From an optimization exercise on the open Yosys and OpenROAD flow, aimed at small area; shortcuts taken in it are not production practice.
RTL that was checked went through simulation tests only; none was proved equivalent to the original.
Only the layout flow was run in runs 1 to 3; the RTL was not checked for function there.
Power is estimated from default activity; no workload was simulated.

<file path="flow/run.sh">
#!/bin/bash
# Layout flow: the standard synthesis, then the combinational logic of the
# synthesized netlist is mapped again with a stronger ABC script (registers
# are kept as they are), then the standard layout steps.
set -euo pipefail
W=$PWD
FD=$W/flow
R=$W/orfs/results/$FLOW_PLATFORM/lcd_top/base
LIB=$FLOW_HOME/platforms/$FLOW_PLATFORM/lib/sky130_fd_sc_hd__tt_025C_1v80.lib
YOSYS=$FLOW_HOME/../tools/install/yosys/bin/yosys
[ -x "$YOSYS" ] || YOSYS=yosys

# 1. standard synthesis
bash standard.sh synth > $W/flow_synth.log 2>&1

# 2. remap the combinational logic
cp $R/1_2_yosys.v $W/synth_standard.v
SEQ=$(grep -o "sky130_fd_sc_hd__[a-z0-9_]*" $W/synth_standard.v | sort -u | grep -E "__(df|edf|sdf|dl|conb)" | tr '\n' ' ')
sed "s#@LIB@#$LIB#g; s#@SEQ@#$SEQ#g; s#@IN@#$W/synth_standard.v#g; s#@OUT@#$W/synth_remapped.v#g; s#@ABC@#$FD/remap.abc#g" \
  $FD/remap.ys > $W/remap.ys
ok=0
if $YOSYS -s $W/remap.ys > $W/yosys_remap.log 2>&1; then
  sed "s#@LIB@#$LIB#g; s#@GOLD@#$W/synth_standard.v#g; s#@GATE@#$W/synth_remapped.v#g" $FD/equiv.ys > $W/equiv.ys
  if $YOSYS -s $W/equiv.ys > $W/yosys_equiv.log 2>&1; then ok=1; fi
fi
if [ $ok = 1 ]; then
  cp $W/synth_remapped.v $R/1_2_yosys.v
  rm -f $R/1_synth.odb $R/1_synth.sdc
  echo "remapped netlist in use" > $W/remap_status.txt
else
  echo "remap failed; standard netlist in use" > $W/remap_status.txt
fi

# 3. standard layout steps
bash standard.sh "BUFFER_PORTS_ARGS=-buffer_cell sky130_fd_sc_hd__buf_1" \
  "CTS_ARGS=$(cat $FD/cts_args.txt)" finish > $W/flow_layout.log 2>&1
</file>
<file path="flow/cts_args.txt">
-sink_clustering_enable -repair_clock_nets -dont_use_dummy_load -sink_clustering_size 16 -sink_clustering_max_diameter 80 -buf_list sky130_fd_sc_hd__clkbuf_8
</file>
<file path="flow/equiv.ys">
read_liberty -ignore_miss_func @LIB@
read_verilog -sv @GOLD@
rename lcd_top gold
read_verilog -sv @GATE@
rename lcd_top gate
flatten gold gate
opt_clean
async2sync
equiv_make gold gate eq
hierarchy -top eq
equiv_simple -seq 2
equiv_induct
equiv_status -assert
</file>
<file path="flow/remap.abc">
strash; &get -n; &deepsyn -T 20; &dch -f; &nf -a -R 1000; &put; topo
</file>
<file path="flow/remap.ys">
read_liberty -ignore_miss_func @LIB@
blackbox @SEQ@
read_verilog -sv @IN@
hierarchy -top lcd_top
flatten
opt_clean
abc -liberty @LIB@ -dont_use *lpflow* -dont_use *probe* -script @ABC@
opt_clean -purge
stat -liberty @LIB@
write_verilog -noattr -noexpr -nohex -nodec @OUT@
</file>
<file path="standard.sh">
#!/bin/bash
# synth_recipe.tcl (not shown) runs the flow's synth.tcl, then flattens the netlist and writes it again
# the make line also repeats each setting of config.mk as NAME=value (left out here)
make -C /OpenROAD-flow-scripts/flow DESIGN_CONFIG=/design/flow/config.mk WORK_HOME=/design/flow/orfs CLKGATE_MAP_FILE= SYNTH_SCRIPT=/design/flow/synth_recipe.tcl "${@:-finish}"
</file>
<file path="config.mk">
export PLATFORM = sky130hd
export DESIGN_NAME = lcd_top
export DESIGN_NICKNAME = lcd_top
export VERILOG_FILES = /design/flow/design.v
export SDC_FILE = /design/flow/constraint.sdc
export NUM_CORES = 4
export LEC_CHECK = 0
export ABC_AREA = 1
export CAP_MARGIN = 20
export CORE_MARGIN = 2
export CORE_UTILIZATION = 60
export GPL_ROUTABILITY_DRIVEN = 0
export GPL_TIMING_DRIVEN = 0
export SLEW_MARGIN = 20
</file>
<file path="constraint.sdc">
create_clock -name core_clock -period 20.0 [get_ports {clk}]
set_input_delay 4.0000 -clock core_clock [delete_from_list [all_inputs] [get_ports {clk}]]
set_output_delay 4.0000 -clock core_clock [all_outputs]
set_load 0.01 [all_outputs]
</file>
<file path="design.v">
`timescale 1ns / 1ps
module lcd_controller(
    input clk,
    input rst,
    input en,
    input [6:0] code,
    output reg [7:4] DB,
    output reg LCD_E,
    output reg LCD_RS,
    output LCD_RW,
    output reg busy
    );
  assign LCD_RW = 1'b0;
  reg [216:0] fifo;
  reg [4:0] nidx;        
  wire [4:0] idx = ~nidx;
  wire empty = (nidx == 5'd0);
  wire full = (nidx == 5'd1);
  wire wr = en && !full;
  wire rd;
  always @ (posedge clk)
    if (wr)
      fifo <= {fifo[209:0], code};
  always @ (posedge clk, posedge rst)
    if (rst)
      nidx <= 5'd0;
    else if (wr && !rd)
      nidx <= nidx - 5'd1;
    else if (rd && !wr)
      nidx <= nidx + 5'd1;
  reg [6:0] rdat;
  integer ri;
  always @ (*) begin
    rdat = 7'h00;
    for (ri = 0; ri < 31; ri = ri + 1)
      rdat = rdat | (fifo[ri*7 +: 7] & {7{idx == ri}});
  end
  reg [6:5] nbhi;
  reg [4:0] blo;
  always @ (posedge clk, posedge rst)
    if (rst)
      nbhi <= 2'b00;
    else if (rd)
      nbhi <= ~rdat[6:5];
  always @ (posedge clk)
    if (rd)
      blo <= rdat[4:0];
  wire [6:5] bhi = ~nbhi;
  wire [6:0] bc = {bhi, blo};
  wire bsp91 = !bc[6] && bc[5] && !bc[4] && bc[0];           
  wire bspD0 = bc[6] && !bc[5] && (bc[4:0] == 5'd0);         
  wire bcmd = (!bc[6] && !bc[5]) || bsp91 || bspD0;
  wire [3:0] bdhi = (!bc[6] && !bc[5]) ? {1'b1, bc[4], 2'b00} :
                    bsp91 ? 4'b1001 :
                    bspD0 ? 4'b1101 :
                    {1'b0, bc[6:4]};
  localparam P_IDLE     = 5'd0;
  localparam P_15MS     = 5'd1;
  localparam P_ONE      = 5'd2;
  localparam P_TWO      = 5'd3;
  localparam P_THREE    = 5'd4;
  localparam P_FOUR     = 5'd5;
  localparam P_FIVE     = 5'd6;
  localparam P_SIX      = 5'd7;
  localparam P_SEVEN    = 5'd8;
  localparam P_EIGHT    = 5'd9;
  localparam P_PDONE    = 5'd10;
  localparam P_ONESEC   = 5'd11;
  localparam P_DONEINIT = 5'd12;
  localparam P_NIDLE    = 5'd13;
  localparam P_NREAD    = 5'd15;
  localparam P_FUNCSET  = 5'd16;
  localparam P_ENTRY    = 5'd17;
  localparam P_DISPLAY  = 5'd18;
  localparam P_CLEAR    = 5'd19;
  localparam P_ADDR     = 5'd20;
  localparam P_CHL      = 5'd21;
  localparam P_CHC      = 5'd22;
  localparam P_CHD1     = 5'd23;
  localparam P_CHSP     = 5'd24;
  localparam P_CHR      = 5'd25;
  localparam P_CHE      = 5'd26;
  localparam P_CHA      = 5'd27;
  localparam P_CHD2     = 5'd28;
  localparam P_CHY      = 5'd29;
  localparam P_CLRRDY   = 5'd30;
  localparam P_NWRITE   = 5'd31;
  localparam T_INIT  = 4'b0000;
  localparam T_HS    = 4'b0001;
  localparam T_HH    = 4'b0011;
  localparam T_ONEUS = 4'b0010;
  localparam T_LS    = 4'b0101;
  localparam T_LH    = 4'b0111;
  localparam T_40US  = 4'b0110;
  localparam T_CHP   = 4'b0100;
  localparam T_DONE  = 4'b1000;
  reg [4:0] P;
  reg [3:0] T;
  reg [19:0] cnt;
  wire c11     = &(cnt | ~20'd11);
  wire c1      = cnt[0];
  wire c49     = &(cnt | ~20'd49);
  wire c1999   = &(cnt | ~20'd1999);
  wire c4999   = &(cnt | ~20'd4999);
  wire c81999  = &(cnt | ~20'd81999);
  wire c204999 = &(cnt | ~20'd204999);
  wire c499999 = &(cnt | ~20'd499999);
  wire c749999 = &(cnt | ~20'd749999);
  reg pterm;
  always @ (*)
    case (P)
      P_15MS: pterm = c749999;
      P_ONE, P_THREE, P_FIVE, P_SEVEN: pterm = c11;
      P_TWO: pterm = c204999;
      P_FOUR: pterm = c4999;
      P_SIX, P_EIGHT: pterm = c1999;
      P_ONESEC: pterm = c499999;
      default: pterm = 1'b0;
    endcase
  reg tterm;
  always @ (*)
    case (T)
      T_HS, T_LS: tterm = c1;
      T_HH, T_LH: tterm = c11;
      T_ONEUS: tterm = c49;
      T_40US: tterm = c1999;
      T_CHP: tterm = c81999;
      default: tterm = 1'b0;
    endcase
  wire pcount = ((P >= P_15MS) && (P <= P_EIGHT)) || (P == P_ONESEC);
  wire tcount = (T[2:0] != 3'b000);
  always @ (posedge clk)
    if (!rst && ((pcount && !pterm) || (tcount && !tterm)))
      cnt <= cnt + 20'd1;
    else
      cnt <= 0;
  wire tdone = T[3];
  wire tx_init = P[4] || (P == P_NREAD);
  wire clear_home = (P == P_CLEAR) || (P == P_CLRRDY);
  always @ (posedge clk, posedge rst)
    if (rst)
      T <= T_INIT;
    else
      case (T)
        T_INIT: if (tx_init) T <= T_HS;
        T_HS: if (tterm) T <= T_HH;
        T_HH: if (tterm) T <= T_ONEUS;
        T_ONEUS: if (tterm) T <= T_LS;
        T_LS: if (tterm) T <= T_LH;
        T_LH: if (tterm) T <= T_40US;
        T_40US: if (tterm) T <= clear_home ? T_CHP : T_DONE;
        T_CHP: if (tterm) T <= T_DONE;
        default: T <= T_INIT;
      endcase
  assign rd = (P == P_NREAD);
  always @ (posedge clk, posedge rst)
    if (rst)
      P <= P_IDLE;
    else
      case (P)
        P_IDLE: P <= P_15MS;
        P_15MS, P_ONE, P_TWO, P_THREE, P_FOUR, P_FIVE, P_SIX, P_SEVEN, P_EIGHT:
          if (pterm) P <= P + 5'd1;
        P_PDONE: P <= P_FUNCSET;
        P_CHY: if (tdone) P <= P_ONESEC;
        P_ONESEC: if (pterm) P <= P_CLRRDY;
        P_CLRRDY: if (tdone) P <= P_DONEINIT;
        P_DONEINIT: P <= P_NIDLE;
        P_NIDLE: if (!empty) P <= P_NREAD;
        P_NREAD: P <= P_NWRITE;
        P_NWRITE: if (tdone) P <= P_NIDLE;
        default: if (tdone) P <= P + 5'd1;    
      endcase
  reg [7:0] data_init;
  always @ (*)
    case (P)
      P_FUNCSET: data_init = 8'h28;
      P_ENTRY: data_init = 8'h06;
      P_DISPLAY: data_init = 8'h0D;
      P_CLEAR, P_CLRRDY: data_init = 8'h01;
      P_ADDR: data_init = 8'h80;
      P_CHL: data_init = 8'h4C;
      P_CHC: data_init = 8'h43;
      P_CHD1: data_init = 8'h44;
      P_CHSP: data_init = 8'h20;
      P_CHR: data_init = 8'h72;
      P_CHE: data_init = 8'h65;
      P_CHA: data_init = 8'h61;
      P_CHD2: data_init = 8'h64;
      P_CHY: data_init = 8'h79;
      default: data_init = 8'h00;
    endcase
  wire normal = (P == P_NIDLE) || (P == P_NREAD) || (P == P_NWRITE);
  wire [3:0] nib_hi = normal ? bdhi : data_init[7:4];
  wire [3:0] nib_lo = normal ? bc[3:0] : data_init[3:0];
  always @ (*) begin
    if ((P == P_ONE) || (P == P_THREE) || (P == P_FIVE))
      DB = 4'h3;
    else if (P == P_SEVEN)
      DB = 4'h2;
    else if ((T == T_HS) || (T == T_HH))
      DB = nib_hi;
    else if ((T == T_LS) || (T == T_LH))
      DB = nib_lo;
    else
      DB = 4'h0;
  end
  always @ (*)
    LCD_E = (P == P_ONE) || (P == P_THREE) || (P == P_FIVE) || (P == P_SEVEN) ||
            (T == T_HH) || (T == T_LH);
  always @ (*)
    LCD_RS = ((P >= P_CHL) && (P <= P_CHY)) ||
             (((P == P_NREAD) || (P == P_NWRITE)) && !bcmd);
  always @ (*)
    busy = (P != P_DONEINIT) && (!normal || full);
endmodule
`timescale 1ns / 1ps
module snaptest(
  input clk,
  input rst,
  input busy,
  input PS2_CLK,
  input PS2_DATA,
  output reg en,
  output [6:0] entry,
  output reg [7:0] LED
  );
  reg ncv, ndv;           
  reg [2:0] ncr, ndr;     
  reg nps2cf, nps2df;     
  wire ps2cf = !nps2cf;
  wire ps2df = !nps2df;
  always @ (posedge clk, posedge rst)
    if (rst) begin
      ncv <= 1'b0;
      ncr <= 3'd0;
      nps2cf <= 1'b0;
    end
    else begin
      if (ncr == 3'd0) nps2cf <= ncv;
      if (PS2_CLK == ncv) ncr <= 3'd7;
      else if (ncr != 3'd0) ncr <= ncr - 3'd1;
      ncv <= !PS2_CLK;
    end
  always @ (posedge clk, posedge rst)
    if (rst) begin
      ndv <= 1'b0;
      ndr <= 3'd0;
      nps2df <= 1'b0;
    end
    else begin
      if (ndr == 3'd0) nps2df <= ndv;
      if (PS2_DATA == ndv) ndr <= 3'd7;
      else if (ndr != 3'd0) ndr <= ndr - 3'd1;
      ndv <= !PS2_DATA;
    end
  localparam IDLE      = 5'd0;
  localparam WTCLKLO1  = 5'd4;
  localparam SHIFT1_IN = 5'd5;
  localparam WTCLKHI1  = 5'd6;
  localparam GETKEY1   = 5'd7;
  localparam WTCLKLO2  = 5'd8;
  localparam SHIFT2_IN = 5'd9;
  localparam WTCLKHI2  = 5'd10;
  localparam GETKEY2   = 5'd11;
  localparam WTCLKLO3  = 5'd12;
  localparam SHIFT3_IN = 5'd13;
  localparam WTCLKHI3  = 5'd14;
  localparam GETKEY3   = 5'd15;
  localparam WTCLKLO2A = 5'd24;    
  localparam BREAKEY   = 5'd16;
  localparam SENDDATA  = 5'd17;
  localparam SENDASCII = 5'd18;
  localparam SENDBACKSPACE = 5'd19;
  localparam SENDARROWKEY  = 5'd20;
  localparam SENDCAPSLOCK  = 5'd21;
  reg [4:0] state;
  reg [3:0] bit_count;
  reg [7:0] sh;
  reg kv3_58;    
  always @ (posedge clk, posedge rst)
    if (rst)
      state <= IDLE;
    else
      case (state)
        IDLE:
          if (!ps2df) state <= WTCLKLO1;
        WTCLKLO1:
          if (!ps2cf) state <= SHIFT1_IN;
          else if (bit_count == 4'd11) state <= GETKEY1;
        SHIFT1_IN: state <= WTCLKHI1;
        WTCLKHI1:
          if (ps2cf) state <= WTCLKLO1;
        GETKEY1: state <= WTCLKLO2A;
        WTCLKLO2A, WTCLKLO2:
          if (!ps2cf) state <= SHIFT2_IN;
          else if (bit_count == 4'd11) state <= GETKEY2;
          else state <= WTCLKLO2;
        SHIFT2_IN: state <= WTCLKHI2;
        WTCLKHI2:
          if (ps2cf) state <= WTCLKLO2;
        GETKEY2: state <= BREAKEY;
        BREAKEY:
          if (sh == 8'hF0)
            state <= WTCLKLO3;
          else if (LED == 8'hE0)
            state <= WTCLKLO1;
          else if ((LED == 8'hF0) && ((sh == 8'h12) || (sh == 8'h59)))
            state <= IDLE;
          else
            state <= WTCLKLO2;
        WTCLKLO3:
          if (!ps2cf) state <= SHIFT3_IN;
          else if (bit_count == 4'd11) state <= GETKEY3;
        SHIFT3_IN: state <= WTCLKHI3;
        WTCLKHI3:
          if (ps2cf) state <= WTCLKLO3;
        GETKEY3: state <= SENDDATA;
        SENDDATA:
          case (sh)
            8'h66: state <= SENDBACKSPACE;
            8'h75, 8'h6B, 8'h72, 8'h74: state <= SENDARROWKEY;
            8'h12, 8'h59: state <= IDLE;
            8'h58: state <= SENDCAPSLOCK;
            default: state <= SENDASCII;
          endcase
        SENDASCII:
          if (LED == 8'h12) state <= WTCLKLO2;
          else state <= IDLE;
        default: state <= IDLE;
      endcase
  wire hi_st = (state == WTCLKHI1) || (state == WTCLKHI2) || (state == WTCLKHI3);
  wire get_st = (state == GETKEY1) || (state == GETKEY2) || (state == GETKEY3);
  wire shift_st = (state == SHIFT1_IN) || (state == SHIFT2_IN) || (state == SHIFT3_IN);
  always @ (posedge clk)
    if (rst || get_st)
      bit_count <= 0;
    else if (hi_st && ps2cf)
      bit_count <= bit_count + 4'd1;
  always @ (posedge clk)
    if (shift_st && (bit_count != 4'd0) && (bit_count <= 4'd8))
      sh <= {ps2df, sh[7:1]};
  always @ (posedge clk, posedge rst)
    if (rst)
      LED <= 0;
    else if (state == WTCLKLO2A)
      LED <= sh;
  always @ (posedge clk, posedge rst)
    if (rst)
      kv3_58 <= 1'b0;
    else if (state == GETKEY3)
      kv3_58 <= (sh == 8'h58);
  reg caps;    
  always @ (posedge clk, posedge rst)
    if (rst)
      caps <= 1'b0;
    else if (state == SENDCAPSLOCK)
      caps <= ~caps;
  wire shift_held = (LED == 8'h12) || (LED == 8'h59);
  wire upper = caps ^ shift_held;
  reg [4:0] letter;
  reg [6:0] ascii_next;
  always @ (*) begin
    letter = 5'd0;
    case (sh)
      8'h1C: letter = 5'd1;
      8'h32: letter = 5'd2;
      8'h21: letter = 5'd3;
      8'h23: letter = 5'd4;
      8'h24: letter = 5'd5;
      8'h2B: letter = 5'd6;
      8'h34: letter = 5'd7;
      8'h33: letter = 5'd8;
      8'h43: letter = 5'd9;
      8'h3B: letter = 5'd10;
      8'h42: letter = 5'd11;
      8'h4B: letter = 5'd12;
      8'h3A: letter = 5'd13;
      8'h31: letter = 5'd14;
      8'h44: letter = 5'd15;
      8'h4D: letter = 5'd16;
      8'h15: letter = 5'd17;
      8'h2D: letter = 5'd18;
      8'h1B: letter = 5'd19;
      8'h2C: letter = 5'd20;
      8'h3C: letter = 5'd21;
      8'h2A: letter = 5'd22;
      8'h1D: letter = 5'd23;
      8'h22: letter = 5'd24;
      8'h35: letter = 5'd25;
      8'h1A: letter = 5'd26;
      default: letter = 5'd0;
    endcase
    case (sh)
      8'h45, 8'h70: ascii_next = 7'h30;
      8'h16, 8'h69: ascii_next = 7'h31;
      8'h1E, 8'h72: ascii_next = 7'h32;
      8'h26, 8'h7A: ascii_next = 7'h33;
      8'h25, 8'h6B: ascii_next = 7'h34;
      8'h2E, 8'h73: ascii_next = 7'h35;
      8'h36, 8'h74: ascii_next = 7'h36;
      8'h3D, 8'h6C: ascii_next = 7'h37;
      8'h3E, 8'h75: ascii_next = 7'h38;
      8'h46, 8'h7D: ascii_next = 7'h39;
      8'h29: ascii_next = 7'h20;
      default:
        if (letter != 5'd0) ascii_next = {1'b1, ~upper, letter};
        else ascii_next = 7'h41;
    endcase
  end
  localparam S_IDLE      = 4'd0;
  localparam S_2         = 4'd1;
  localparam S_ASCII     = 4'd2;
  localparam S_WRASCII1  = 4'd3;
  localparam S_WRASCII2  = 4'd4;
  localparam S_WRASCII3  = 4'd5;
  localparam S_CNT16     = 4'd6;
  localparam S_CNT32     = 4'd7;
  localparam S_BACKSPACE = 4'd8;
  localparam S_MOVEA     = 4'd9;     
  localparam S_WRSPACE   = 4'd10;
  localparam S_MOVEB     = 4'd11;    
  localparam S_ARROWKEY  = 4'd12;
  localparam S_ARWUPDOWN = 4'd13;
  localparam S_ARWLEFT   = 4'd14;
  localparam S_ARWRIGHT  = 4'd15;
  reg [3:0] dstate;
  reg [6:0] code;
  reg [5:0] char_count;
  always @ (posedge clk, posedge rst)
    if (rst)
      dstate <= S_IDLE;
    else
      case (dstate)
        S_IDLE:
          if (!kv3_58) begin
            if (char_count == 6'd32)
              dstate <= S_CNT32;
            else if (!busy && (state == SENDDATA))
              dstate <= S_2;
          end
        S_2:
          if (state == SENDBACKSPACE)
            dstate <= S_BACKSPACE;
          else if (state == SENDASCII)
            dstate <= S_ASCII;
          else if (state == SENDARROWKEY)
            dstate <= S_ARROWKEY;
        S_ASCII:
          if (char_count == 6'd16)
            dstate <= S_CNT16;
          else
            dstate <= S_WRASCII1;
        S_WRASCII1: dstate <= S_WRASCII2;
        S_WRASCII2:
          if (!busy) dstate <= S_WRASCII3;
        S_WRASCII3: dstate <= S_IDLE;
        S_CNT16: dstate <= S_WRASCII1;
        S_CNT32: dstate <= S_IDLE;
        S_BACKSPACE: dstate <= S_MOVEA;
        S_MOVEA: dstate <= S_WRSPACE;
        S_WRSPACE: dstate <= S_MOVEB;
        S_MOVEB: dstate <= S_IDLE;
        S_ARROWKEY:
          case (sh[1:0])
            2'b01, 2'b10: dstate <= S_ARWUPDOWN;
            2'b11: dstate <= S_ARWLEFT;
            default: dstate <= S_ARWRIGHT;
          endcase
        default: dstate <= S_IDLE;
      endcase
  wire line_bit = (char_count > 6'd16);
  wire [5:0] cc_dec = char_count - 6'd1;
  wire [5:0] cc_inc = char_count + 6'd1;
  wire cc_zero = (char_count == 6'd0);
  wire cc_16 = (char_count == 6'd16);
  always @ (posedge clk)
    case (dstate)
      S_CNT32: code <= 7'h00;
      S_MOVEA, S_MOVEB, S_ARWLEFT:
        if (cc_zero) code <= 7'h1F;
        else code <= {2'b00, line_bit, cc_dec[3:0]};
      S_WRSPACE: code <= 7'h20;
      S_ARWUPDOWN:
        if (cc_16) code <= 7'h40;
        else code <= {2'b00, ~line_bit, char_count[3:0]};
      S_ARWRIGHT:
        if (cc_16) code <= 7'h21;
        else code <= {2'b00, line_bit ^ (&char_count[3:0]), cc_inc[3:0]};
      S_WRASCII3, S_CNT16: ;
      default:
        if (state == SENDASCII) code <= ascii_next;
    endcase
  assign entry = (dstate == S_WRASCII1) ? 7'h10 : code;
  always @ (posedge clk)
    if (rst)
      en <= 0;
    else
      case (dstate)
        S_WRASCII3, S_CNT16, S_CNT32, S_MOVEA, S_WRSPACE, S_MOVEB,
        S_ARWUPDOWN, S_ARWLEFT, S_ARWRIGHT:
          en <= 1'b1;
        default:
          en <= 1'b0;
      endcase
  always @ (posedge clk, posedge rst)
    if (rst)
      char_count <= 0;
    else
      case (dstate)
        S_WRASCII3: char_count <= cc_inc;
        S_CNT32: char_count <= 0;
        S_MOVEB, S_ARWLEFT: char_count <= {1'b0, cc_dec[4:0]};
        S_ARWUPDOWN:
          if (line_bit) char_count <= char_count - 6'd16;
          else char_count <= char_count + 6'd16;
        S_ARWRIGHT: char_count <= {1'b0, cc_inc[4:0]};
        default: ;
      endcase
endmodule
`timescale 1ns / 1ps
module lcd_top(
  input clk,
  input rst,
  input PS2_CLK,
  input PS2_DATA,
  output [7:4] DB,
  output LCD_E,
  output LCD_RS,
  output LCD_RW,
  output [7:0] LED
  );
  wire busy;
  wire en;
  wire [6:0] code;
  snaptest LD1 (
    .clk(clk),
    .rst(rst),
    .busy(busy),
    .PS2_CLK(PS2_CLK),
    .PS2_DATA(PS2_DATA),
    .en(en),
    .entry(code),
    .LED(LED)
    );
  lcd_controller LC1 (
    .clk(clk),
    .rst(rst),
    .en(en),
    .code(code),
    .DB(DB),
    .LCD_E(LCD_E),
    .LCD_RS(LCD_RS),
    .LCD_RW(LCD_RW),
    .busy(busy)
    );
endmodule
</file>
==> flow_metrics.py, run 1 <==
metrics = {
    "status": {
        "outcome": "no timing/DRC/antenna violations",
    },
    "hold_path": {
        "holdPathEnd": "LC1.fifo[91]",
        "min-delay-start": "LC1.fifo[84]",
        "min_path_cells": 0,
        "min-delay-path-class": "reg2reg",
    },
    "final_layout": {
        "regArea_um2": 8994,
        "fin_cells": 1402,
        "drive_gt1_share_pct": 4.724,
        "multi_input_area_um2": 4338,
        "synthToLayoutAreaGrowth_pct": 7.833,
        "diodes": 0,
        "nNetsFinal": 1128,
        "fill_cells": 1650,
    },
    "clock_tree": {
        "clk_latency_ns": 0.57,
        "cts.clk_slew.worst_paths_ns": 0.10,
        "cts_buffer_depth": 3,
        "cts_setup_buffers": 0,
        "cts_hold_buf": 0,
        "cts_resized": 0,
        "cts_buffers": 23,
        "cts_tree": "built",
        "cts_root_buf": "clkbuf_8",
        "cts_max_level": 1,
        "cts.sinks": 318,
    },
    "grt": {
        "grt_first_pass_wirelength_um": 49850,
        "gr-total-overflow": 0,
        "grt_pass1_vias": 8727,
        "antenna_found_initial": 0,
        "grt_max_degree": 40,
        "grt_usage_pct": 27.33,
    },
    "timing": {
        "setup_slack_ns": 13.34,
        "worstMarginPinSlew_ns": 1.181,
        "max_freq_mhz": 150.1,
        "fin_tns_setup_ns": 0,
        "final-setup-viol-count": 0,
        "period_share_pct": 33.30,
        "relSlewSlack_pct": 20.98,
        "finalCriticalPeriod_ns": 6.660,
        "fin_worst_skew_ns": 0.02864,
        "rsz0062_at_grt": "no",
        "finalMaxSlewViolations": 0,
        "final-hold-violation-count": 0,
    },
    "placement": {
        "io_buffers": 17,
        "dp_cells": 1379,
        "hpwl_um": 21830,
        "place_ws_ns": 13.96,
    },
    "flow_run": {
        "cap_viol_max_count": 0,
    },
    "floorplanning": {
        "core_area_um2": 21820,
        "start_util_pct": 61.12,
        "placementRows": 54,
        "pin_count": 19,
        "dieArea_um2": 23440,
        "fp.dieW_um": 153.1,
        "die_h_um": 153.1,
    },
    "power_and_ir_drop": {
        "total_power_mw": 1.111,
        "p_per_area_nw_per_um2": 77.26,
        "ir_drop_v": 0.00005262,
        "leakagePower_nw": 4.743,
    },
    "synth": {
        "synth_warnings": 2,
        "syn_area_um2": 13340,
        "syn_area_per_cell_um2": 12.52,
        "synth_cells": 1065,
        "synth_nets": 1069,
    },
    "detailed_routing": {
        "vias_per_cell": 6.709,
        "firstDrtPassIters": 8,
        "wl_um": 32470,
        "ant_nets": 0,
        "drc_errors": 0,
        "dr.first_iter.drc_count": 1303,
        "vias": 9406,
        "wl_per_cell_um": 23.16,
    },
    "worst_setup_path": {
        "cp_max_fo": 20,
        "cp-start-kind": "flop",
        "crit-reg2reg-launch": "LD1.state[4]",
        "r2r_slack_ns": 16.79,
        "rr_worst_depth": 12,
        "required_ns": 16.00,
        "cp.arrival_ns": 2.66,
        "endpoint_kind": "output port",
        "critical_path_class": "reg2out",
    },
}
-- worst max-delay path by stage --
| stage | start | to | slack (ns) |
|---|---|---|---|
| global route | LC1.P[1] | DB[6] | 13.09 |
| floorplan | LC1.nidx[2] | LC1.nidx[0] | 8.14 |
| detailed placement | LC1.P[0] | DB[4] | 13.96 |
| CTS | LC1.P[0] | DB[4] | 13.34 |
| finish | LC1.P[0] | DB[4] | 13.34 |
| global placement | LC1.nidx[3] | LC1.nidx[0] | 4.31 |
-- critical path, cell delays in order, from the launching register on --
cell	delay, ns
dfrtp_1	0.69
and3_1	0.41
nand2_1	0.22
a21o_1	0.20
a31oi_1	0.14
o311ai_0	0.15
o31ai_1	0.12
buf_1	0.18
-- sequential cells by signal, indices dropped and copies added (netlist names), 6 cells and up, named ones only --
| signal | cells |
|---|---|
| LD1.sh | 8 |
| LD1.char_count | 6 |
| LD1.code | 7 |
| LD1.LED | 8 |
| LC1.cnt | 20 |
| LC1.fifo | 217 |
-- through the flow --
step	hold slack, ns	instance area [µm²]	utilization, %
floorplan	0.4219	13340	-
global placement	0.4281	13750	63.01
detailed placement	0.4332	14060	64.42
CTS	0.4467	14380	65.87
global route	0.4586	14380	65.90
finish	0.4461	14380	65.90
-- cell type report --
class                           instances  share of cell area, %
Clock buffer                           23                  2.201
Multi-Input combinational cell        730                  30.16
Tap cell                              280                  2.436
Inverter                               17                 0.4524
Sequential cell                       318                  62.53
Timing Repair Buffer                   34                  2.218
-- cell usage in the layout (no fill, tap or decap), drive strengths merged, types with 10 or more instances in the layout --
cell type and instances:
nand3 35, nand2 112, or2 10, edfxtp 237
clkinv 17, mux2 12, buf 34, and3 15
a222oi 28, nor2 110, dfrtp 51, dfxtp 30
a221oi 10, nor3 41, a22o 11, nand4 23
nand2b 23, o21ai 47, a22oi 38, xor2 11
nor2b 17, a21oi 59, clkbuf 23
-- routing by layer --
layer  share of wire (%)  vias up  GRT usage (%)
met5                   0        -              0
met2                  43      535          39.20
met3                  11       66          5.727
met4                 2.8        0          7.672
met1                  43     4512          42.69
li1                    -     4293              -
-- report_power, final --
group          total [mW]  switching [mW]  leakage (nW)  internal (mW)
sequential          0.735          0.0189          3.03          0.716
combinational      0.0780          0.0483          1.55         0.0297
clock               0.299           0.195         0.165          0.104
total                1.11           0.262          4.74          0.849
==> inputs of run 2 (changes only) <==
--- a/config.mk
+++ b/config.mk
@@ -6,9 +6,9 @@
 export NUM_CORES = 4
 export LEC_CHECK = 0
 export ABC_AREA = 1
-export CAP_MARGIN = 20
+export CAP_MARGIN = 0
 export CORE_MARGIN = 2
 export CORE_UTILIZATION = 60
 export GPL_ROUTABILITY_DRIVEN = 0
 export GPL_TIMING_DRIVEN = 0
-export SLEW_MARGIN = 20
+export SLEW_MARGIN = 0
==> run 2 against run 1 <==
Compared with the run above: sequential share of layout area up 0.37 points; worst hold slack got worse by 0.047 ns; critical path type unchanged; critical path depth is the same; largest cell class unchanged; global-route usage down 0.27 points; design area is 0.58% lower; combinational power fell by 0.9%; clock skew up 0.047 ns.
==> flow_metrics.py, run 2 <==
metrics = {
    "timing": {
        "period_share_pct": 33.19,
        "finalMaxSlewViolations": 0,
        "relSlewSlack_pct": 8.489,
        "max_freq_mhz": 150.6,
        "final-setup-viol-count": 0,
        "fin_tns_setup_ns": 0,
        "fin_worst_skew_ns": 0.07572,
        "rsz0062_at_grt": "no",
        "final-hold-violation-count": 0,
        "finalCriticalPeriod_ns": 6.638,
        "worstMarginPinSlew_ns": 1.368,
    },
    "clock_tree": {
        "cts_root_buf": "clkbuf_8",
        "cts.clk_slew.worst_paths_ns": 0.10,
        "cts_buffer_depth": 3,
        "cts.sinks": 318,
        "cts_setup_buffers": 0,
        "cts_hold_buf": 0,
        "cts_tree": "built",
        "cts_max_level": 1,
        "cts_resized": 0,
        "clk_latency_ns": 0.59,
        "cts_buffers": 23,
    },
    "detailed_routing": {
        "vias": 9259,
        "dr.first_iter.drc_count": 1105,
        "firstDrtPassIters": 6,
        "vias_per_cell": 6.637,
        "drc_errors": 0,
        "ant_nets": 0,
        "wl_per_cell_um": 22.86,
        "wl_um": 31890,
    },
    "floorplanning": {
        "start_util_pct": 61.12,
        "core_area_um2": 21820,
        "pin_count": 19,
        "placementRows": 54,
        "dieArea_um2": 23440,
        "die_h_um": 153.1,
        "fp.dieW_um": 153.1,
    },
    "grt": {
        "grt_pass1_vias": 8606,
        "grt_usage_pct": 27.06,
        "grt_max_degree": 41,
        "gr-total-overflow": 0,
        "antenna_found_initial": 0,
        "grt_first_pass_wirelength_um": 49290,
    },
    "synth": {
        "synth_warnings": 2,
        "syn_area_per_cell_um2": 12.52,
        "synth_cells": 1065,
        "syn_area_um2": 13340,
        "synth_nets": 1069,
    },
    "final_layout": {
        "nNetsFinal": 1121,
        "final_cell_mix": "edfxtp_1, nand2_1, nor2_1",
        "synthToLayoutAreaGrowth_pct": 7.204,
        "top_register": "LC1.fifo",
        "largestRegisters": "LC1.fifo x217, LC1.cnt x20",
        "fill_cells": 1696,
        "diodes": 0,
        "drive_gt1_share_pct": 3.767,
        "multi_input_area_um2": 4323,
        "final_common_cell": "edfxtp_1",
        "final_area_um2": 14300,
        "regArea_um2": 8994,
        "largest_reg_flops": 217,
    },
    "power_and_ir_drop": {
        "p_per_area_nw_per_um2": 77.61,
        "leakagePower_nw": 4.699,
        "ir_drop_v": 0.00006458,
        "total_power_mw": 1.110,
    },
    "worst_setup_path": {
        "crit_family": "flip-flops",
        "cpMaxStageDelayCell": "dfrtp_1",
        "critical_path_class": "reg2out",
        "path_buf_inv": 1,
        "cp.arrival_ns": 2.64,
        "path_cells": "and3_1 > nand2_1 > a21o_1 > a31oi_1 > o311ai_0 > o31ai_1 > buf_1",
        "required_ns": 16.00,
        "r2r_slack_ns": 16.67,
        "cp_max_fo": 20,
        "cp-start-kind": "flop",
        "endpoint_kind": "output port",
        "worst_path_largest_cell_delay_ns": 0.69,
    },
    "placement": {
        "io_buffers": 17,
        "postPlaceCellArea_um2": 13980,
        "hpwl_um": 21460,
    },
    "flow_run": {
        "cap_viol_max_count": 0,
    },
    "hold_path": {
        "min-delay-path-class": "reg2reg",
    },
    "status": {
        "outcome": "no timing/DRC/antenna violations",
    },
}
[run 2: path summary, 6_finish.rpt]
path	startpoint	endpoint	depth (start not counted)
setup / recovery	LC1.P[0]	DB[4]	7
hold / removal	LC1.fifo[89]	LC1.fifo[96]	0
setup reg to reg	LC1.nidx[2]	LD1.dstate[0]	9
hold reg to reg	LC1.fifo[89]	LC1.fifo[96]	0
max in group asynchronous	rst	LD1.ncr[2]	3
min in group asynchronous	rst	LD1.dstate[1]	2
[run 2: worst register-to-register path, cell delays in order (launching register included)]
cell	delay, ns
dfrtp_1	0.53
or3_1	0.48
nor2_1	1.06
o22ai_1	0.32
nand2_1	0.14
a21oi_1	0.07
o32ai_1	0.15
o21bai_1	0.25
a221oi_1	0.09
a31oi_1	0.15
[run 2: layout make-up]
class                           instances  share of cell area [%]
Sequential cell                       318                   62.90
Inverter                               17                  0.4550
Timing Repair Buffer                   27                   1.750
Clock buffer                           23                   2.214
Multi-Input combinational cell        730                   30.23
Tap cell                              280                   2.450
[run 2: metal layers]
| layer | routed length (µm) | part of all wire, % | vias to the layer above | track usage (%) |
|---|---|---|---|---|
| li1 | - | - | 4272 | - |
| met1 | 13950 | 44 | 4465 | 42.90 |
| met2 | 13840 | 43 | 463 | 38.07 |
| met3 | 3339 | 10 | 59 | 5.756 |
| met4 | 763 | 2.4 | 0 | 7.672 |
| met5 | 0 | 0 | - | 0 |
[run 2: where the power goes]
| group | total, mW | internal (mW) | switching, mW |
|---|---|---|---|
| logic | 0.0773 | 0.0294 | 0.0479 |
| registers | 0.735 | 0.716 | 0.0189 |
| clock network | 0.298 | 0.103 | 0.194 |
[run 2: metrics by stage]
stage          setup WS (ns)  std cells  utilization, %  hold slack, ns
2_1_floorplan          8.143       1065               -          0.4219
3_3_place_gp           4.312       1362           63.01          0.4281
3_5_place_dp           13.96       1372           64.07          0.4331
4_1_cts                13.37       1395           65.52          0.4082
5_1_grt                13.07       1395           65.52          0.4259
6_report               13.36       1395           65.52          0.3990
==> inputs of run 3 (changes only) <==
--- a/config.mk
+++ b/config.mk
@@ -9,6 +9,4 @@
 export CAP_MARGIN = 0
 export CORE_MARGIN = 2
 export CORE_UTILIZATION = 60
-export GPL_ROUTABILITY_DRIVEN = 0
-export GPL_TIMING_DRIVEN = 0
 export SLEW_MARGIN = 0
==> run 3 against run 2 <==
Compared with the run above: worst hold slack improved by 0.047 ns; synthesized area is the same; count of clock-buffer cells in the layout is the same; sequential share of layout area rose by 0.48 points; clock power barely moved; register-to-register slack improved by 0.09 ns; wire length grew 1.9%; setup slack better by 0.017 ns; die area did not move; first-iteration DRC count increased by 7.0%; maximum frequency up 0.25%; largest power group unchanged.
==> flow_metrics.py, run 3 <==
metrics = {
    "final_layout": {
        "regArea_um2": 8994,
        "final_common_cell": "edfxtp_1",
        "nNetsFinal": 1120,
        "final_area_um2": 14190,
        "fin_util_pct": 65.03,
        "synthToLayoutAreaGrowth_pct": 6.398,
        "fill_cells": 1699,
        "fin_cells": 1394,
        "largest_reg_flops": 217,
        "diodes": 0,
        "multi_input_area_um2": 4323,
        "largestRegisters": "LC1.fifo x217, LC1.cnt x20",
        "final_cell_mix": "edfxtp_1, nand2_1, nor2_1",
        "drive_gt1_share_pct": 3.680,
        "top_register": "LC1.fifo",
    },
    "worst_setup_path": {
        "required_ns": 16.00,
        "cp_max_fo": 20,
        "endpoint_kind": "output port",
        "crit-reg2reg-launch": "LD1.dstate[3]",
        "cp-startpoint": "LC1.P[0]",
        "critical_path_class": "reg2out",
        "r2r_slack_ns": 16.76,
        "cp-start-kind": "flop",
        "cp.arrival_ns": 2.62,
    },
    "grt": {
        "grt_pass1_vias": 8735,
        "grt_first_pass_wirelength_um": 49690,
        "antenna_found_initial": 0,
        "grt_max_degree": 218,
        "grt_usage_pct": 27.15,
        "gr-total-overflow": 0,
    },
    "timing": {
        "setup_slack_ns": 13.38,
        "fin_worst_skew_ns": 0.02243,
        "worstMarginPinSlew_ns": 1.252,
        "fin_tns_setup_ns": 0,
        "final-hold-violation-count": 0,
        "max_freq_mhz": 151.0,
        "finalMaxSlewViolations": 0,
        "rsz0062_at_grt": "no",
        "whs_ns": 0.4459,
        "final-setup-viol-count": 0,
        "finalCriticalPeriod_ns": 6.621,
        "relSlewSlack_pct": 16.21,
        "period_share_pct": 33.11,
    },
    "detailed_routing": {
        "wl_per_cell_um": 23.30,
        "dr.first_iter.drc_count": 1182,
        "drc_errors": 0,
        "wl_um": 32480,
        "ant_nets": 0,
        "vias": 9353,
        "vias_per_cell": 6.709,
        "firstDrtPassIters": 6,
    },
    "clock_tree": {
        "cts_max_level": 1,
        "cts_tree": "built",
        "cts_setup_buffers": 0,
        "cts_buffer_depth": 3,
        "cts.sinks": 318,
        "clk_latency_ns": 0.57,
        "cts_buffers": 23,
        "cts_root_buf": "clkbuf_8",
        "cts.clk_slew.worst_paths_ns": 0.10,
        "cts_hold_buf": 0,
        "cts_resized": 0,
    },
    "placement": {
        "hpwl_um": 21290,
        "postPlaceCellArea_um2": 13870,
        "io_buffers": 17,
        "dp_cells": 1371,
        "place_ws_ns": 14.02,
        "globalplace.congestion": 0.8867,
    },
    "floorplanning": {
        "pin_count": 19,
        "die_h_um": 153.1,
        "fp.dieW_um": 153.1,
        "core_area_um2": 21820,
        "dieArea_um2": 23440,
        "placementRows": 54,
        "start_util_pct": 61.12,
    },
    "synth": {
        "synth_cells": 1065,
        "syn_area_um2": 13340,
        "synth_warnings": 2,
        "synth_nets": 1069,
        "syn_area_per_cell_um2": 12.52,
    },
    "power_and_ir_drop": {
        "total_power_mw": 1.111,
        "ir_drop_v": 0.00006762,
        "p_per_area_nw_per_um2": 78.30,
        "leakagePower_nw": 4.669,
    },
    "status": {
        "outcome": "no timing/DRC/antenna violations",
    },
    "flow_run": {
        "cap_viol_max_count": 0,
    },
    "hold_path": {
        "min-delay-path-class": "reg2reg",
        "min-delay-start": "LC1.fifo[172]",
    },
}
run 3: area by class of cell:
| type | instances | area share, % |
|---|---|---|
| Inverter | 17 | 0.4497 |
| Multi-Input combinational cell | 730 | 30.46 |
| Clock buffer | 23 | 2.231 |
| Sequential cell | 318 | 63.38 |
| Tap cell | 280 | 2.469 |
| Timing Repair Buffer | 26 | 1.014 |
run 3: routing by layer:
layer / global-route usage (%) / vias to the layer above / routed length, µm
met5: 0 / - / 0
met4: 6.922 / 0 / 884
met3: 6.890 / 62 / 3567
met2: 40.11 / 477 / 13790
met1: 40.83 / 4542 / 14240
li1: - / 4272 / -
run 3: where the power goes:
part	switching (mW)	leakage, nW	total, mW	internal (mW)
logic	0.0481	1.47	0.0772	0.0291
clock network	0.196	0.165	0.299	0.104
registers	0.0189	3.03	0.735	0.716
run 3: path summary, 6_finish.rpt:
kind	cells past startpoint	to
worst max-delay path	7	DB[4]
worst min-delay path	0	LC1.fifo[179]
worst max register to register	10	LD1.code[1]
worst min register to register	0	LC1.fifo[179]
max in group asynchronous	3	LD1.char_count[0]
min in group asynchronous	3	LD1.ndv
run 3: worst max-delay path, stage by stage (launching register included):
cell	delay, ns
dfrtp_1	0.70
and3_1	0.39
nand2_1	0.20
a21o_1	0.19
a31oi_1	0.13
o311ai_0	0.13
o31ai_1	0.13
buf_1	0.19
==> inputs of run 4 (changes only) <==
--- a/design.v
+++ b/design.v
@@ -11,16 +11,11 @@
     output reg busy
     );
   assign LCD_RW = 1'b0;
-  reg [216:0] fifo;
   reg [4:0] nidx;        
-  wire [4:0] idx = ~nidx;
   wire empty = (nidx == 5'd0);
   wire full = (nidx == 5'd1);
   wire wr = en && !full;
   wire rd;
-  always @ (posedge clk)
-    if (wr)
-      fifo <= {fifo[209:0], code};
   always @ (posedge clk, posedge rst)
     if (rst)
       nidx <= 5'd0;
@@ -28,28 +23,64 @@
       nidx <= nidx - 5'd1;
     else if (rd && !wr)
       nidx <= nidx + 5'd1;
-  reg [6:0] rdat;
-  integer ri;
-  always @ (*) begin
-    rdat = 7'h00;
-    for (ri = 0; ri < 31; ri = ri + 1)
-      rdat = rdat | (fifo[ri*7 +: 7] & {7{idx == ri}});
-  end
-  reg [6:5] nbhi;
-  reg [4:0] blo;
-  always @ (posedge clk, posedge rst)
-    if (rst)
-      nbhi <= 2'b00;
-    else if (rd)
-      nbhi <= ~rdat[6:5];
-  always @ (posedge clk)
-    if (rd)
-      blo <= rdat[4:0];
-  wire [6:5] bhi = ~nbhi;
-  wire [6:0] bc = {bhi, blo};
+  reg [223:0] ring;
+  wire [6:0] rlast = ring[223:217];
+  reg [4:0] pc, rh, rt;
+  wire rempty = (rh == rt);
+  reg [34:0] pend;
+  reg [2:0] pq;
+  reg [6:0] pend_old;
+  always @ (*)
+    case (pq)
+      3'd2: pend_old = pend[13:7];
+      3'd3: pend_old = pend[20:14];
+      3'd4: pend_old = pend[27:21];
+      3'd5: pend_old = pend[34:28];
+      default: pend_old = pend[6:0];
+    endcase
+  reg [6:0] bc;
+  reg bv;        
+  reg bcmd;      
+  wire bc_busy;
   wire bsp91 = !bc[6] && bc[5] && !bc[4] && bc[0];           
   wire bspD0 = bc[6] && !bc[5] && (bc[4:0] == 5'd0);         
-  wire bcmd = (!bc[6] && !bc[5]) || bsp91 || bspD0;
+  wire bc_cmd = (!bc[6] && !bc[5]) || bsp91 || bspD0;
+  wire fetch_ok = !bc_busy && !bv;
+  wire s_valid = (pq != 3'd0) || wr;
+  wire [6:0] s_val = (pq != 3'd0) ? pend_old : code;
+  wire f_ring = fetch_ok && !rempty && (pc == rh);
+  wire f_src = fetch_ok && rempty && s_valid;
+  wire ins = s_valid && !f_src && (pc == rt);
+  wire s_taken = f_src || ins;
+  wire pop = s_taken && (pq != 3'd0);
+  wire push = wr && !(s_taken && (pq == 3'd0));
+  always @ (posedge clk)
+    ring <= {ring[216:0], ins ? s_val : rlast};
+  always @ (posedge clk, posedge rst)
+    if (rst) begin
+      pc <= 5'd0;
+      rh <= 5'd0;
+      rt <= 5'd0;
+      pq <= 3'd0;
+      bv <= 1'b0;
+      bcmd <= 1'b0;
+    end
+    else begin
+      pc <= pc - 5'd1;
+      if (ins || rempty) rt <= rt - 5'd1;
+      if (f_ring || (rempty && !ins)) rh <= rh - 5'd1;
+      pq <= pq - {2'b0, pop} + {2'b0, push};
+      bv <= (bv && !rd) || f_ring || f_src;
+      if (rd) bcmd <= bc_cmd;
+    end
+  always @ (posedge clk)
+    if (push)
+      pend <= {pend[27:0], code};
+  always @ (posedge clk)
+    if (f_ring)
+      bc <= rlast;
+    else if (f_src)
+      bc <= s_val;
   wire [3:0] bdhi = (!bc[6] && !bc[5]) ? {1'b1, bc[4], 2'b00} :
                     bsp91 ? 4'b1001 :
                     bspD0 ? 4'b1101 :
@@ -153,6 +184,8 @@
         default: T <= T_INIT;
       endcase
   assign rd = (P == P_NREAD);
+  assign bc_busy = (P == P_NREAD) ||
+    ((P == P_NWRITE) && ((T == T_HS) || (T == T_HH) || (T == T_ONEUS) || (T == T_LS) || (T == T_LH)));
   always @ (posedge clk, posedge rst)
     if (rst)
       P <= P_IDLE;
==> run 4 against run 3 <==
Compared with the run above: still clean on timing, DRC and antenna; wire length shrank 28%; sequential share of layout area down 0.25 points; synthesized area decreased by 4.8%; global-route usage is 5.5 points lower; maximum frequency shrank 1.8%; total power up 6.2%; worst hold slack got worse by 0.13 ns; flip-flop and latch count rose by 62; critical endpoint unchanged; largest cell class unchanged; largest power group unchanged.
==> flow_metrics.py, run 4 <==
metrics = {
    "final_layout": {
        "fin_util_pct": 64.64,
        "largestRegisters": "LC1.ring x224, LC1.pend x35, LC1.cnt x20",
        "largest_reg_flops": 224,
        "fin_cells": 1405,
        "nNetsFinal": 1136,
        "final_area_um2": 13500,
        "final_cell_mix": "dfxtp_1, nand2_1, nor2_1",
        "synthToLayoutAreaGrowth_pct": 6.367,
        "top_register": "LC1.ring",
        "diodes": 0,
        "final_common_cell": "dfxtp_1",
        "drive_gt1_share_pct": 2.832,
    },
    "grt": {
        "grt_usage_pct": 21.70,
        "grt_first_pass_wirelength_um": 39450,
        "grt_pass1_vias": 7760,
        "grtUsageMet2_pct": 33.81,
        "grt-busiest-layer": "met2",
        "gr-usage-met1_pct": 31.77,
        "antenna_found_initial": 1,
        "met3_usage_pct": 2.835,
        "grt_max_degree": 67,
        "gr-total-overflow": 0,
    },
    "timing": {
        "setup_slack_ns": 13.26,
        "relSlewSlack_pct": 28.05,
        "final-hold-violation-count": 0,
        "final-setup-viol-count": 0,
        "finalMaxSlewViolations": 0,
        "worstMarginPinSlew_ns": 1.079,
        "rsz0062_at_grt": "no",
        "period_share_pct": 33.70,
        "fin_tns_setup_ns": 0,
        "fin_worst_skew_ns": 0.03388,
        "finalCriticalPeriod_ns": 6.740,
        "max_freq_mhz": 148.4,
        "whs_ns": 0.3195,
    },
    "floorplanning": {
        "placementRows": 53,
        "dieArea_um2": 22340,
        "start_util_pct": 60.77,
        "core_area_um2": 20890,
        "die_h_um": 149.5,
        "fp.dieW_um": 149.5,
        "pin_count": 19,
    },
    "power_and_ir_drop": {
        "leakagePower_nw": 5.050,
        "p_per_area_nw_per_um2": 87.39,
        "total_power_mw": 1.180,
        "ir_drop_v": 0.00009650,
    },
    "placement": {
        "globalplace.congestion": 0.9317,
        "postPlaceCellArea_um2": 13130,
        "io_buffers": 17,
        "place_ws_ns": 13.89,
        "hpwl_um": 15610,
        "dp_cells": 1378,
    },
    "synth": {
        "synth_nets": 1087,
        "synth_cells": 1083,
        "syn_area_um2": 12690,
        "syn_area_per_cell_um2": 11.72,
        "synth_warnings": 2,
    },
    "worst_setup_path": {
        "cp-start-kind": "flop",
        "cp_max_fo": 19,
        "crit-reg2reg-launch": "LD1.state[2]",
        "rr_worst_depth": 12,
        "required_ns": 16.00,
        "r2r_slack_ns": 16.57,
        "critical_path_class": "reg2out",
        "cp.arrival_ns": 2.74,
        "endpoint_kind": "output port",
    },
    "clock_tree": {
        "cts_tree": "built",
        "cts_setup_buffers": 0,
        "cts.clk_slew.worst_paths_ns": 0.11,
        "cts.sinks": 380,
        "cts_max_level": 1,
        "clk_latency_ns": 0.57,
        "cts_buffer_depth": 3,
        "cts_resized": 0,
        "cts_root_buf": "clkbuf_8",
        "cts_buffers": 27,
        "cts_hold_buf": 0,
    },
    "flow_run": {
        "cap_viol_max_count": 0,
    },
    "detailed_routing": {
        "drc_errors": 0,
        "vias_per_cell": 5.758,
        "ant_nets": 0,
        "vias": 8090,
        "wl_per_cell_um": 16.62,
        "dr.first_iter.drc_count": 487,
        "wl_um": 23350,
        "firstDrtPassIters": 5,
    },
    "hold_path": {
        "min-delay-start": "LC1.ring[162]",
        "holdPathEnd": "LC1.ring[169]",
        "min_path_cells": 0,
        "min-delay-path-class": "reg2reg",
    },
    "status": {
        "outcome": "no timing/DRC/antenna violations",
    },
}
run 4: worst max path at each step:
stage                              to       from  cells after the start  slack [ns]
final                           DB[4]   LC1.P[1]                      7       13.26
after global routing            DB[4]   LC1.P[3]                      7       12.98
after CTS                       DB[4]  LC1.bc[5]                      6       13.24
after detailed placement        DB[4]  LC1.bc[5]                      6       13.89
after global placement          DB[5]   LC1.P[1]                      8       13.93
after floorplan           LC1.cnt[15]        rst                      4       13.13
run 4: layout make-up:
| type | instances | area (µm²) |
|---|---|---|
| flip-flops and latches | 380 | 8523 |
| clock buffers | 27 | 371.6 |
| inverters | 21 | 78.83 |
| well taps | 275 | 344.1 |
| repair buffers | 20 | 86.33 |
| multi-input cells | 682 | 4099 |
| fillers | 1678 | 7386 |
run 4: routing by layer:
metal	share of wire [%]	wire length, µm
met1	48	11130
met3	4.8	1118
met5	0.056	13
met4	2.9	680
met2	45	10410
run 4: critical path, stage by stage (launching register included):
cell and delay (ns):
dfrtp_1 0.71, nor2b_1 0.23, nor2_1 0.19, nand2_1 0.10, a2111oi_0 0.46, a221oi_1 0.12, o21ai_0 0.18, buf_1 0.17
run 4: power breakdown:
part / total [mW] / switching (mW) / internal (mW) / leakage [nW]
registers: 0.803 / 0.0165 / 0.786 / 3.40
clock network: 0.332 / 0.211 / 0.121 / 0.194
logic: 0.0451 / 0.0266 / 0.0185 / 1.45
total: 1.18 / 0.254 / 0.926 / 5.05
==> inputs of run 5 (changes only) <==
--- a/design.v
+++ b/design.v
@@ -11,22 +11,12 @@
     output reg busy
     );
   assign LCD_RW = 1'b0;
-  reg [4:0] nidx;        
-  wire empty = (nidx == 5'd0);
-  wire full = (nidx == 5'd1);
-  wire wr = en && !full;
+  wire wr;
   wire rd;
-  always @ (posedge clk, posedge rst)
-    if (rst)
-      nidx <= 5'd0;
-    else if (wr && !rd)
-      nidx <= nidx - 5'd1;
-    else if (rd && !wr)
-      nidx <= nidx + 5'd1;
   reg [223:0] ring;
   wire [6:0] rlast = ring[223:217];
-  reg [4:0] pc, rh, rt;
-  wire rempty = (rh == rt);
+  reg [4:0] eh, et;
+  wire rempty = (eh == et);
   reg [34:0] pend;
   reg [2:0] pq;
   reg [6:0] pend_old;
@@ -41,6 +31,10 @@
   reg [6:0] bc;
   reg bv;        
   reg bcmd;      
+  wire [4:0] rcount = eh - et;
+  wire empty = rempty && !bv && (pq == 3'd0);
+  wire full = ((rcount + {4'b0, bv} + {2'b0, pq}) == 5'd31);
+  assign wr = en && !full;
   wire bc_busy;
   wire bsp91 = !bc[6] && bc[5] && !bc[4] && bc[0];           
   wire bspD0 = bc[6] && !bc[5] && (bc[4:0] == 5'd0);         
@@ -48,9 +42,9 @@
   wire fetch_ok = !bc_busy && !bv;
   wire s_valid = (pq != 3'd0) || wr;
   wire [6:0] s_val = (pq != 3'd0) ? pend_old : code;
-  wire f_ring = fetch_ok && !rempty && (pc == rh);
+  wire f_ring = fetch_ok && !rempty && (eh == 5'd0);
   wire f_src = fetch_ok && rempty && s_valid;
-  wire ins = s_valid && !f_src && (pc == rt);
+  wire ins = s_valid && !f_src && (et == 5'd0);
   wire s_taken = f_src || ins;
   wire pop = s_taken && (pq != 3'd0);
   wire push = wr && !(s_taken && (pq == 3'd0));
@@ -58,17 +52,15 @@
     ring <= {ring[216:0], ins ? s_val : rlast};
   always @ (posedge clk, posedge rst)
     if (rst) begin
-      pc <= 5'd0;
-      rh <= 5'd0;
-      rt <= 5'd0;
+      eh <= 5'd0;
+      et <= 5'd0;
       pq <= 3'd0;
       bv <= 1'b0;
       bcmd <= 1'b0;
     end
     else begin
-      pc <= pc - 5'd1;
-      if (ins || rempty) rt <= rt - 5'd1;
-      if (f_ring || (rempty && !ins)) rh <= rh - 5'd1;
+      if (!(ins || rempty)) et <= et + 5'd1;
+      if (!(f_ring || (rempty && !ins))) eh <= eh + 5'd1;
       pq <= pq - {2'b0, pop} + {2'b0, push};
       bv <= (bv && !rd) || f_ring || f_src;
       if (rd) bcmd <= bc_cmd;
==> run 5 against run 4 <==
Compared with the run above: still clean; flip-flop and latch count down 10; worst hold slack worse by 0.0035 ns; register-to-register slack worse by 0.53 ns; cell count down 1.0%; maximum frequency up 3.8%; design area down 3.3%; total power up 24%; synthesized cell count down 0.83%; first-iteration DRC count up 26%; sequential share of layout area up 0.24 points; via count down 1.1%; combinational power rose to 4.2 times the previous value.
==> flow_metrics.py, run 5 <==
metrics = {
    "status": {
        "outcome": "no timing/DRC/antenna violations",
    },
    "power_and_ir_drop": {
        "p_per_area_nw_per_um2": 111.8,
        "leakagePower_nw": 4.966,
        "ir_drop_v": 0.00009415,
        "total_power_mw": 1.460,
    },
    "clock_tree": {
        "cts_root_buf": "clkbuf_8",
        "cts_max_level": 1,
        "cts.sinks": 370,
        "cts_resized": 0,
        "cts_hold_buf": 0,
        "clk_latency_ns": 0.57,
        "cts_tree": "built",
        "cts_buffer_depth": 3,
        "cts_buffers": 27,
        "cts_setup_buffers": 0,
        "cts.clk_slew.worst_paths_ns": 0.09,
    },
    "timing": {
        "finalMaxSlewViolations": 0,
        "period_share_pct": 32.45,
        "worstMarginPinSlew_ns": 0.8445,
        "finalCriticalPeriod_ns": 6.490,
        "rsz0062_at_grt": "no",
        "relSlewSlack_pct": 43.70,
        "final-setup-viol-count": 0,
        "fin_tns_setup_ns": 0,
        "final-hold-violation-count": 0,
        "max_freq_mhz": 154.1,
        "fin_worst_skew_ns": 0.03841,
    },
    "floorplanning": {
        "fp.dieW_um": 146.9,
        "die_h_um": 146.9,
        "core_area_um2": 20170,
        "placementRows": 52,
        "dieArea_um2": 21590,
        "start_util_pct": 60.77,
        "pin_count": 19,
    },
    "synth": {
        "synth_warnings": 2,
        "synth_nets": 1078,
        "syn_area_per_cell_um2": 11.41,
        "synth_cells": 1074,
        "syn_area_um2": 12260,
    },
    "final_layout": {
        "nNetsFinal": 1127,
        "largest_reg_flops": 224,
        "final_area_um2": 13060,
        "final_common_cell": "dfxtp_1",
        "largestRegisters": "LC1.ring x224, LC1.pend x35, LC1.cnt x20",
        "final_cell_mix": "dfxtp_1, nand2_1, nor2_1",
        "diodes": 0,
        "drive_gt1_share_pct": 2.855,
        "top_register": "LC1.ring",
        "synthToLayoutAreaGrowth_pct": 6.523,
    },
    "detailed_routing": {
        "dr.first_iter.drc_count": 612,
        "firstDrtPassIters": 5,
        "vias_per_cell": 5.749,
        "wl_um": 22470,
        "drc_errors": 0,
        "vias": 7997,
        "ant_nets": 0,
        "wl_per_cell_um": 16.15,
    },
    "grt": {
        "antenna_found_initial": 0,
        "grt_pass1_vias": 7640,
        "grt_usage_pct": 21.55,
        "grt_first_pass_wirelength_um": 38510,
        "grt_max_degree": 58,
        "gr-total-overflow": 0,
    },
    "placement": {
        "io_buffers": 17,
        "hpwl_um": 15080,
        "postPlaceCellArea_um2": 12680,
        "globalplace.congestion": 0.8945,
    },
    "flow_run": {
        "cap_viol_max_count": 0,
    },
    "worst_setup_path": {
        "rr_worst_depth": 14,
        "r2r_slack_ns": 16.04,
        "cp-start-kind": "flop",
        "cp.arrival_ns": 2.49,
        "crit-reg2reg-launch": "LD1.state[3]",
        "required_ns": 16.00,
        "cp_max_fo": 19,
        "critical_path_class": "reg2out",
        "endpoint_kind": "output port",
    },
    "hold_path": {
        "min-delay-start": "LC1.ring[61]",
        "min_path_cells": 0,
        "holdPathEnd": "LC1.ring[68]",
        "min-delay-path-class": "reg2reg",
    },
}
run 5: changes by cell type in the layout (fill, tap and decap cells not counted), moves of 8 or more:
cell and change:
nand2_1 +17, nand2b_1 -16, a21oi_1 +12, dfrtp_1 -10, xor2_1 -9, and2_0 +8
run 5: where the power goes:
part | leakage [nW] | internal [mW] | total, mW | switching, mW
logic | 1.44 | 0.0786 | 0.191 | 0.112
clock network | 0.194 | 0.121 | 0.326 | 0.205
registers | 3.33 | 0.878 | 0.943 | 0.0651
run 5: worst max-delay path by stage:
stage | start | endpoint | slack [ns] | cells after the start
floorplan | rst | LC1.cnt[10] | 13.19 | 3
global placement | LC1.P[1] | LCD_RS | 14.14 | 5
global route | LC1.P[1] | LCD_RS | 13.30 | 5
CTS | LC1.P[1] | LCD_RS | 13.48 | 5
finish | LC1.P[1] | LCD_RS | 13.51 | 5
detailed placement | LC1.P[1] | LCD_RS | 14.12 | 5
run 5: through the flow:
step	cells	worst slack [ns]	utilization (%)	hold slack, ns
2_1_floorplan	1074	13.19	-	0.3096
3_3_place_gp	1364	14.14	62.89	0.3101
3_5_place_dp	1364	14.12	62.89	0.3121
4_1_cts	1391	13.48	64.73	0.3295
5_1_grt	1391	13.30	64.73	0.3312
6_report	1391	13.51	64.73	0.3160
run 5: area by class of cell:
| class | count | area [µm²] |
|---|---|---|
| clock buffers | 27 | 371.6 |
| fillers | 1633 | 7113 |
| repair buffers | 20 | 86.33 |
| inverters | 25 | 93.84 |
| well taps | 270 | 337.8 |
| flip-flops and latches | 370 | 8273 |
| multi-input cells | 679 | 3894 |
run 5: layer usage:
layer  GRT usage, %  routed length [µm]  up-vias
met5              0                   0        -
met4          4.904                 459        0
met3          2.888                1066       37
met2          34.74               10310      211
met1          31.58               10630     3810
li1               -                   -     3939
run 5: worst max-delay path, stage by stage (launching register included):
cell,delay [ns]
dfrtp_1,0.72
nand2_1,0.23
nand3_1,0.20
o22ai_1,0.13
or4b_1,0.53
buf_1,0.14

[afterwards: timing with drivers on the ports]
Ports are ideal in the flow. The routed layouts listed here were re-timed in OpenROAD. Step 1 (the two cells are an assumption about what drives the block):
set clk [get_ports {clk}]
set_driving_cell -lib_cell sky130_fd_sc_hd__clkbuf_16 $clk
set_driving_cell -lib_cell sky130_fd_sc_hd__buf_2 [delete_from_list [all_inputs] $clk]
Step 2 also shifts input and output timing later by t, the mid clock arrival at the registers, as if the neighbouring blocks saw the same clock. Three values: no drivers, after step 1, after step 2; two values: the first two.
run	shift t [ns]	slack for setup (ns)	worst setup path at the end	latest minus earliest clock arrival (ns)
run 1	0.594	13.340 / 13.297 / 13.891	register to output	0.029 / 0.028
run 2	0.598	13.362 / 13.318 / 13.916	register to output	0.077 / 0.076
run 3	0.598	13.378 / 13.335 / 13.933	register to output	0.024 / 0.024
run 4	0.588	13.260 / 13.221 / 13.809	register to output	0.040 / 0.040
run 5	0.591	13.510 / 13.468 / 14.059	register to output	0.039 / 0.039
After both steps setup and hold are still met in every run listed.
